Source: an optimization exercise on an open RTL-to-GDS flow (aim: small area, a short achievable clock period and few clock cycles). Production flows keep margins and buffers that such runs may drop. In this exercise RTL edits were held to simulation tests only and were not proved equivalent to the original. No activity file was given, so power comes from the tool's default toggle rates.

==> run a: inputs <==
==> flow/design.v <==
module mips(
    input clk,
    input reset,
    input [31:0] i_inst_rdata,
    input [31:0] m_data_rdata,
    output [31:0] i_inst_addr,
    output [31:0] m_data_addr,
    output [31:0] m_data_wdata,
    output [3 :0] m_data_byteen,
    output [31:0] m_inst_addr,
    output w_grf_we,
    output [4:0] w_grf_addr,
    output [31:0] w_grf_wdata,
    output [31:0] w_inst_addr
);
    reg [31:0] pc;                        
    reg [31:0] ir, x_pc;                  
    reg [31:0] m_pc, m_res, m_wd;         
    reg [3:0]  m_be;
    reg [4:0]  m_rd;
    reg        m_we, m_ld;
    reg [1:0]  m_lt;                      
    reg [31:0] w_pc, w_wd;                
    reg [4:0]  w_rd;
    reg        w_we;
    assign i_inst_addr   = pc;
    assign m_data_addr   = m_res;
    assign m_data_wdata  = m_wd;
    assign m_data_byteen = m_be;
    assign m_inst_addr   = m_pc;
    assign w_grf_we      = w_we;
    assign w_grf_addr    = w_rd;
    assign w_grf_wdata   = w_wd;
    assign w_inst_addr   = w_pc;
    wire [5:0]  op = ir[31:26];
    wire [5:0]  fn = ir[5:0];
    wire [4:0]  rs = ir[25:21];
    wire [4:0]  rt = ir[20:16];
    wire [4:0]  rd = ir[15:11];
    wire [15:0] imm = ir[15:0];
    wire rtype  = (op == 6'h00);
    wire i_add  = rtype & (fn == 6'h20);
    wire i_sub  = rtype & (fn == 6'h22);
    wire i_and  = rtype & (fn == 6'h24);
    wire i_or   = rtype & (fn == 6'h25);
    wire i_slt  = rtype & (fn == 6'h2a);
    wire i_sltu = rtype & (fn == 6'h2b);
    wire i_jr   = rtype & (fn == 6'h08);
    wire i_mult = rtype & (fn == 6'h18);
    wire i_multu= rtype & (fn == 6'h19);
    wire i_div  = rtype & (fn == 6'h1a);
    wire i_divu = rtype & (fn == 6'h1b);
    wire i_mfhi = rtype & (fn == 6'h10);
    wire i_mthi = rtype & (fn == 6'h11);
    wire i_mflo = rtype & (fn == 6'h12);
    wire i_mtlo = rtype & (fn == 6'h13);
    wire i_ori  = (op == 6'h0d);
    wire i_andi = (op == 6'h0c);
    wire i_addi = (op == 6'h08);
    wire i_lui  = (op == 6'h0f);
    wire i_lw   = (op == 6'h23);
    wire i_lh   = (op == 6'h21);
    wire i_lb   = (op == 6'h20);
    wire i_sw   = (op == 6'h2b);
    wire i_sh   = (op == 6'h29);
    wire i_sb   = (op == 6'h28);
    wire i_beq  = (op == 6'h04);
    wire i_bne  = (op == 6'h05);
    wire i_jal  = (op == 6'h03);
    wire r_alu  = i_add | i_sub | i_and | i_or | i_slt | i_sltu;
    wire load   = i_lw | i_lh | i_lb;
    wire store  = i_sw | i_sh | i_sb;
    wire md_op  = i_mult | i_multu | i_div | i_divu;
    wire hl_op  = md_op | i_mfhi | i_mflo | i_mthi | i_mtlo;
    wire use_rs = r_alu | i_jr | md_op | i_mthi | i_mtlo | i_ori | i_andi | i_addi |
                  load | store | i_beq | i_bne;
    wire use_rt = r_alu | md_op | store | i_beq | i_bne;
    wire [4:0] dst = (r_alu | i_mfhi | i_mflo) ? rd :
                     (i_ori | i_andi | i_addi | i_lui | load) ? rt :
                     i_jal ? 5'd31 : 5'd0;
    wire [31:0] rf_rs, rf_rt;
    reg reset_q;
    always @(posedge clk) reset_q <= reset;
    regfile rf (.clk(clk), .reset(reset_q), .ra1(rs), .ra2(rt),
                .we(w_we), .wa(w_rd), .wd(w_wd), .rd1(rf_rs), .rd2(rf_rt));
    wire m_fwd_rs = m_we & (m_rd != 5'd0) & (m_rd == rs);
    wire m_fwd_rt = m_we & (m_rd != 5'd0) & (m_rd == rt);
    wire w_fwd_rs = w_we & (w_rd != 5'd0) & (w_rd == rs);
    wire w_fwd_rt = w_we & (w_rd != 5'd0) & (w_rd == rt);
    wire [31:0] vs = m_fwd_rs ? m_res : w_fwd_rs ? w_wd : rf_rs;
    wire [31:0] vt = m_fwd_rt ? m_res : w_fwd_rt ? w_wd : rf_rt;
    wire md_busy;
    wire ld_haz = m_ld & ((use_rs & m_fwd_rs) | (use_rt & m_fwd_rt));
    wire stall  = ld_haz | ((i_mfhi | i_mflo | i_mthi | i_mtlo) & md_busy);
    wire        imm_z = i_ori | i_andi;
    wire [31:0] ext   = {{16{imm[15] & ~imm_z}}, imm};
    wire [31:0] b     = (r_alu | store & 1'b0) ? vt : ext;
    wire        sub   = i_sub | i_slt | i_sltu;
    wire [32:0] sum   = {1'b0, vs} + {1'b0, sub ? ~b : b} + {32'd0, sub};
    wire        lt_s  = (vs[31] ^ b[31]) ? vs[31] : sum[31];
    wire        lt_u  = ~sum[32];
    wire [31:0] hl_val;
    wire [31:0] res = (i_and | i_andi) ? (vs & b) :
                      (i_or  | i_ori)  ? (vs | b) :
                      i_slt  ? {31'd0, lt_s} :
                      i_sltu ? {31'd0, lt_u} :
                      i_lui  ? {imm, 16'd0} :
                      (i_mfhi | i_mflo) ? hl_val :
                      i_jal  ? pc4 :
                      sum[31:0];
    wire        eq     = (vs == vt);
    wire        taken  = (i_beq & eq) | (i_bne & ~eq) | i_jal | i_jr;
    wire [31:0] pc4, btgt;
    wire        pc4_co, btgt_co;
    assign pc4[1:0]  = pc[1:0];
    assign btgt[1:0] = pc[1:0];
    rc_add #(.W(30)) pc_inc (.a(pc[31:2]), .b(30'd0), .ci(1'b1), .s(pc4[31:2]), .co(pc4_co));
    rc_add #(.W(30)) br_add (.a(pc[31:2]), .b({{14{imm[15]}}, imm}), .ci(1'b0), .s(btgt[31:2]), .co(btgt_co));
    wire [31:0] target = i_jr ? vs : i_jal ? {x_pc[31:28], ir[25:0], 2'b00} : btgt;
    wire go = ~stall;
    muldiv md (.clk(clk), .reset(reset_q),
               .start_mul(go & (i_mult | i_multu)), .start_div(go & (i_div | i_divu)),
               .sgn(i_mult | i_div), .a(vs), .b(vt),
               .wr_hi(go & i_mthi), .wr_lo(go & i_mtlo),
               .rd_hi(i_mfhi), .busy(md_busy), .rdata(hl_val));
    wire [1:0] al = sum[1:0];
    wire [3:0] be = i_sw ? 4'b1111 :
                    i_sh ? (al[1] ? 4'b1100 : 4'b0011) :
                    i_sb ? (4'b0001 << al) : 4'b0000;
    wire [31:0] sdat = i_sw ? vt : i_sh ? {2{vt[15:0]}} : {4{vt[7:0]}};
    reg [31:0] ldat;
    always @(*) begin
        case (m_lt)
            2'd1: ldat = m_res[1] ? {{16{m_data_rdata[31]}}, m_data_rdata[31:16]}
                                  : {{16{m_data_rdata[15]}}, m_data_rdata[15:0]};
            2'd2: case (m_res[1:0])
                      2'd0: ldat = {{24{m_data_rdata[7]}},  m_data_rdata[7:0]};
                      2'd1: ldat = {{24{m_data_rdata[15]}}, m_data_rdata[15:8]};
                      2'd2: ldat = {{24{m_data_rdata[23]}}, m_data_rdata[23:16]};
                      default: ldat = {{24{m_data_rdata[31]}}, m_data_rdata[31:24]};
                  endcase
            default: ldat = m_data_rdata;
        endcase
    end
    always @(posedge clk) begin
        if (reset) begin
            pc <= 32'h00003000;
            ir[31:26] <= 6'd0;
            ir[5:0] <= 6'd0;
            m_we <= 1'b0; m_ld <= 1'b0; m_be <= 4'd0;
            w_we <= 1'b0;
        end else begin
            if (!stall) begin
                pc   <= taken ? target : pc4;
                ir   <= i_inst_rdata;
                x_pc <= pc;
            end
            m_we <= ~stall & (dst != 5'd0);
            m_ld <= ~stall & load;
            m_be <= stall ? 4'd0 : be;
            w_we <= m_we;
        end
        m_pc  <= x_pc;
        m_res <= res;
        m_wd  <= sdat;
        m_rd  <= dst;
        m_lt  <= i_lh ? 2'd1 : i_lb ? 2'd2 : 2'd0;
        w_pc  <= m_pc;
        w_rd  <= m_rd;
        w_wd  <= m_ld ? ldat : m_res;
    end
endmodule
module regfile(
    input clk,
    input reset,
    input [4:0] ra1,
    input [4:0] ra2,
    input we,
    input [4:0] wa,
    input [31:0] wd,
    output [31:0] rd1,
    output [31:0] rd2
);
    wire [31:0] q [0:31];
    wire [31:0] wdz = reset ? 32'd0 : wd;
    assign q[0] = 32'd0;
    genvar i;
    generate for (i = 1; i < 32; i = i + 1) begin : r
        reg [31:0] v;
        always @(posedge clk)
            if (reset | (we & (wa == i))) v <= wdz;
        assign q[i] = v;
    end endgenerate
    assign rd1 = q[ra1];
    assign rd2 = q[ra2];
endmodule
module muldiv #(parameter MW = 4) (
    input clk,
    input reset,
    input start_mul,
    input start_div,
    input sgn,
    input [31:0] a,
    input [31:0] b,
    input wr_hi,
    input wr_lo,
    input rd_hi,
    output busy,
    output [31:0] rdata
);
    reg [31:0] hi, lo, ma, mb;
    reg neg_hi, neg_lo, msgn, mfirst, mbusy, dbusy;
    reg [4:0] mk;
    reg [4:0] dcnt;
    assign busy = mbusy | dbusy;
    wire [31:0] rv = rd_hi ? hi : lo;
    wire        rn = rd_hi ? neg_hi : neg_lo;
    cneg rneg (.x(rv), .n(rn), .y(rdata));
    localparam NC = 32 / MW;
    function [4:0] nch(input [31:0] x, input s);
        integer c;
        reg [31:0] hs, hz;
        begin
            nch = NC - 1;
            for (c = NC - 2; c >= 0; c = c - 1) begin
                hs = $signed(x) >>> (MW * (c + 1) - 1);
                hz = x >> (MW * (c + 1));
                if (s ? (&hs | ~|hs) : ~|hz) nch = c;
            end
        end
    endfunction
    wire [4:0] na = nch(a, sgn);
    wire [4:0] nb = nch(b, sgn);
    wire       swp = na < nb;
    wire [MW-1:0] ch = mb[mk*MW +: MW];
    wire        cs = msgn & mfirst;
    wire signed [32:0] sma = {msgn & ma[31], ma};
    wire signed [MW:0] sch = {cs & ch[MW-1], ch};
    wire signed [63:0] sma64 = sma;
    wire signed [63:0] sch64 = sch;
    wire [63:0] acc_in = mfirst ? 64'd0 : {hi, lo};
    wire [63:0] acc    = (acc_in << MW) + sma64 * sch64;
    wire sn = sgn & a[31];
    wire sd = sgn & b[31];
    wire [31:0] an, ad;
    cneg aneg (.x(a), .n(sn), .y(an));
    cneg bneg (.x(b), .n(sd), .y(ad));
    function [5:0] clz(input [31:0] x);
        integer i;
        begin
            clz = 6'd32;
            for (i = 0; i < 32; i = i + 1)
                if (x[i]) clz = 6'd31 - i;
        end
    endfunction
    wire [6:0] sh   = {1'b0, clz(ad)} - {1'b0, clz(an)};
    wire       dnow = sh[6];                   
    wire       bz   = ~|b;
    wire [31:0] dsh = ad << sh[4:0];
    wire [31:0] df;
    wire        dge;                           
    rc_add #(.W(32)) dsub (.a(hi), .b(~ma), .ci(1'b1), .s(df), .co(dge));
    always @(posedge clk) begin
        if (reset) begin
            hi <= 32'd0; lo <= 32'd0;
            neg_hi <= 1'b0; neg_lo <= 1'b0;
            mbusy <= 1'b0; dbusy <= 1'b0;
        end else if (start_mul) begin
            ma <= swp ? b : a;
            mb <= swp ? a : b;
            mk <= swp ? na : nb;
            msgn <= sgn; mfirst <= 1'b1; mbusy <= 1'b1; dbusy <= 1'b0;
            neg_hi <= 1'b0; neg_lo <= 1'b0;
        end else if (start_div) begin
            if (dnow | bz) begin
                hi <= bz ? 32'd0 : a; lo <= 32'd0;
                mbusy <= 1'b0; dbusy <= 1'b0;
                neg_hi <= 1'b0; neg_lo <= 1'b0;
            end else begin
                hi <= an; lo <= 32'd0;
                ma <= dsh;
                dcnt <= sh[4:0];
                dbusy <= 1'b1; mbusy <= 1'b0;
                neg_hi <= sn; neg_lo <= sn ^ sd;
            end
        end else if (mbusy) begin
            {hi, lo} <= acc;
            mfirst <= 1'b0;
            mk <= mk - 5'd1;
            if (mk == 5'd0) mbusy <= 1'b0;
        end else if (dbusy) begin
            if (dge) hi <= df;
            lo <= {lo[30:0], dge};
            ma <= {1'b0, ma[31:1]};
            dcnt <= dcnt - 5'd1;
            if (dcnt == 5'd0) dbusy <= 1'b0;
        end else begin
            if (wr_hi) begin hi <= a; neg_hi <= 1'b0; end
            if (wr_lo) begin lo <= a; neg_lo <= 1'b0; end
        end
    end
endmodule
module rc_add #(parameter W = 32) (
    input [W-1:0] a,
    input [W-1:0] b,
    input ci,
    output [W-1:0] s,
    output co
);
    wire [W:0] c;
    assign c[0] = ci;
    genvar i;
    generate for (i = 0; i < W; i = i + 1) begin : gb
        assign s[i]   = a[i] ^ b[i] ^ c[i];
        assign c[i+1] = (a[i] & b[i]) | (c[i] & (a[i] ^ b[i]));
    end endgenerate
    assign co = c[W];
endmodule
module cneg (
    input [31:0] x,
    input n,
    output [31:0] y
);
    wire [31:0] low;
    assign low[0] = 1'b0;
    genvar i;
    generate for (i = 1; i < 32; i = i + 1) begin : gb
        assign low[i] = low[i-1] | x[i-1];
    end endgenerate
    assign y = x ^ ({32{n}} & low);
endmodule
==> flow/flow/run.sh <==
#!/bin/bash
# The standard layout (the standard.sh, standard synthesis) with two
# changes to how it is made, none to the constraints:
#  - the input and output ports are buffered with buf_2 cells rather than
#    the placer's default choice;
#  - ORFS's timing repair aims for 78.4 ns of setup slack at the design's
#    100 ns clock (a 21.6 ns path), so that it sizes up and buffers the
#    paths to and from the ports; gate cloning is off, so every register
#    stays as synthesis made it (only its drive strength may change).
# Each tool's full output is in standard_flow.log (and ORFS's own logs).
set -euo pipefail
export BUFFER_PORTS_ARGS="-buffer_cell sky130_fd_sc_hd__buf_2"
export SETUP_SLACK_MARGIN=78.4
export SKIP_GATE_CLONING=1
bash standard.sh "BUFFER_PORTS_ARGS=-buffer_cell sky130_fd_sc_hd__buf_2" \
  "SETUP_SLACK_MARGIN=78.4" "SKIP_GATE_CLONING=1" finish > standard_flow.log 2>&1
==> flow/standard.sh <==
#!/bin/bash
# synth_recipe.tcl (not shown) runs the flow's synth.tcl, then flattens the netlist and writes it again
# the make line also repeats each setting of config.mk as NAME=value (left out here)
make -C /OpenROAD-flow-scripts/flow DESIGN_CONFIG=/design/flow/config.mk WORK_HOME=/design/flow/orfs CLKGATE_MAP_FILE= SYNTH_SCRIPT=/design/flow/synth_recipe.tcl "${@:-finish}"
==> flow/config.mk <==
export PLATFORM = sky130hd
export DESIGN_NAME = mips
export DESIGN_NICKNAME = mips
export VERILOG_FILES = /design/flow/design.v
export SDC_FILE = /design/flow/constraint.sdc
export NUM_CORES = 4
export LEC_CHECK = 0
export CAP_MARGIN = 30
export CELL_PAD_IN_SITES_DETAIL_PLACEMENT = 1
export CELL_PAD_IN_SITES_GLOBAL_PLACEMENT = 2
export CORE_MARGIN = 2
export CORE_UTILIZATION = 40
export CTS_CLUSTER_DIAMETER = 100
export CTS_CLUSTER_SIZE = 16
export SLEW_MARGIN = 40
==> flow/constraint.sdc <==
create_clock -name core_clock -period 100.0 [get_ports {clk}]
set_input_delay 20.0000 -clock core_clock [delete_from_list [all_inputs] [get_ports {clk}]]
set_output_delay 20.0000 -clock core_clock [all_outputs]
set_load 0.01 [all_outputs]
==> run b (differences from run a) <==
--- a/flow/design.v
+++ b/flow/design.v
@@ -196,3 +196,3 @@
 endmodule
-module muldiv #(parameter MW = 4) (
+module muldiv #(parameter MW = 8) (
     input clk,
==> flow/flow/run.sh (replaced) <==
#!/bin/bash
# The standard layout (the standard.sh, standard synthesis), except that
# the input and output ports are buffered with buf_2 cells rather than the
# placer's default choice. Each tool's output is in standard_flow.log.
set -euo pipefail
export BUFFER_PORTS_ARGS="-buffer_cell sky130_fd_sc_hd__buf_2"
bash standard.sh "BUFFER_PORTS_ARGS=-buffer_cell sky130_fd_sc_hd__buf_2" finish > standard_flow.log 2>&1
==> run c (differences from run a) <==
--- a/flow/design.v
+++ b/flow/design.v
@@ -25,4 +25,7 @@
     reg        w_we;
-    assign i_inst_addr   = pc;
-    assign m_data_addr   = m_res;
+    reg [31:0] pc_o, m_res_o, w_wd_o;
+    reg [4:0]  w_rd_o;
+    reg        w_we_o;
+    assign i_inst_addr   = pc_o;
+    assign m_data_addr   = m_res_o;
     assign m_data_wdata  = m_wd;
@@ -30,5 +33,5 @@
     assign m_inst_addr   = m_pc;
-    assign w_grf_we      = w_we;
-    assign w_grf_addr    = w_rd;
-    assign w_grf_wdata   = w_wd;
+    assign w_grf_we      = w_we_o;
+    assign w_grf_addr    = w_rd_o;
+    assign w_grf_wdata   = w_wd_o;
     assign w_inst_addr   = w_pc;
@@ -147,2 +150,3 @@
             pc <= 32'h00003000;
+            pc_o <= 32'h00003000;
             ir[31:26] <= 6'd0;
@@ -151,5 +155,7 @@
             w_we <= 1'b0;
+            w_we_o <= 1'b0;
         end else begin
+            pc   <= stall ? pc_o : taken ? target : pc4;
+            pc_o <= stall ? pc   : taken ? target : pc4;
             if (!stall) begin
-                pc   <= taken ? target : pc4;
                 ir   <= i_inst_rdata;
@@ -160,3 +166,4 @@
             m_be <= stall ? 4'd0 : be;
-            w_we <= m_we;
+            w_we <= m_we & (m_rd != 5'd0);
+            w_we_o <= m_we;
         end
@@ -164,2 +171,3 @@
         m_res <= res;
+        if (!stall & (load | store)) m_res_o <= res;
         m_wd  <= sdat;
@@ -169,3 +177,5 @@
         w_rd  <= m_rd;
+        if (m_we) w_rd_o <= m_rd;
         w_wd  <= m_ld ? ldat : m_res;
+        if (m_we) w_wd_o <= m_ld ? ldat : m_res;
     end
@@ -196,3 +206,3 @@
 endmodule
-module muldiv #(parameter MW = 4) (
+module muldiv #(parameter MW = 8) (
     input clk,
==> flow/run.sh (new file) <==
#!/bin/bash
# synth_recipe.tcl (not shown) runs the flow's synth.tcl, then flattens the netlist and writes it again
# the make line also repeats each setting of config.mk as NAME=value (left out here)
make -C /OpenROAD-flow-scripts/flow DESIGN_CONFIG=/design/flow/config.mk WORK_HOME=/design/flow/orfs CLKGATE_MAP_FILE= SYNTH_SCRIPT=/design/flow/synth_recipe.tcl finish
removed: flow/flow/run.sh
removed: flow/standard.sh
==> comparison table <==
Outcome: run a timing/DRC/antenna clean; run b timing/DRC/antenna clean; run c timing/DRC/antenna clean
Share of total power in sequential cells: run a 42.2%; run b 42.5%; run c 40.8%
Mapped Cells: run a 8507; run b 8591; run c 8686
Die height: run a 467 um; run b 471 um; run c 479 um
Finished Cell Area: run a 0.0952 mm^2; run b 0.0973 mm^2; run c 0.102 mm^2
Critical path launch point: run a w_wd[13]; run b w_wd[9]; run c pc_o[27]
Simple-Gate Fraction of Synth Area: run a 20.0%; run b 17.9%; run c 16.4%
DRT iter0 DRCs: run a 12400; run b 12700; run c 13300
Total number of sequential cells: run a 1412; run b 1412; run c 1514
Standard cell area after detailed placement: run a 0.0920 mm^2; run b 0.0939 mm^2; run c 0.0987 mm^2
Syn_nets: run a 8943; run b 9174; run c 9269
Data arrival time of the critical path: run a 1610 ps; run b 2050 ps; run c 1830 ps
Area of the core: run a 0.212 mm^2; run b 0.217 mm^2; run c 0.225 mm^2
Internal Power: run a 0.00116 W; run b 0.00116 W; run c 0.00127 W
Die Outline Area: run a 0.218 mm^2; run b 0.222 mm^2; run c 0.230 mm^2
Reg2reg setup slack: run a 85590 ps; run b 85240 ps; run c 85530 ps
Crit-path max cell delay: run a 560 ps; run b 920 ps; run c 660 ps
Met1 wire length: run a 178 mm; run b 181 mm; run c 184 mm
Reg2reg end: run a md.hi[26]; run b md.hi[31]; run c md.hi[30]
Number of multi-input logic gates: run a 6171; run b 6128; run c 6122
Testbench counts of run a, summed over its fixed seeds: cycles 100,997.
Testbench counts of run b, summed over its fixed seeds: cycles 98,879.
Testbench counts of run c, summed over its fixed seeds: cycles 98,879.

[port drivers added, routing unchanged]
In the flow no input, the clock included, has a driving cell. The finished layouts below were timed again as built, in two steps.
Step 1: set_driving_cell puts a clkbuf_16 on clk and a buf_2 on each other input, an assumption about the parent block.
Step 2, shift: input delay + t, output delay - t, t = (earliest + latest rising clock arrival at the registers) / 2. This alone moves slack from input paths to output paths.
Three values: ideal, step 1, step 2; two values: the first two.
| run | t (ns) | slack for setup (ns) | worst setup path at the end | worst slew at a driven data input, ns |
|---|---|---|---|---|
| run a | 0.904 | 78.387 / 78.287 / 77.930 | input to register | 0.09 |
| run b | 0.931 | 77.955 / 77.868 / 77.632 | input to register | 0.09 |
| run c | 0.942 | 78.166 / 78.064 / 77.925 | input to register | 0.10 |
After both steps setup and hold are still met in every run listed. For run a, which loses most, drivers alone change the setup slack by -0.100 ns; drivers and shift together by -0.457 ns.
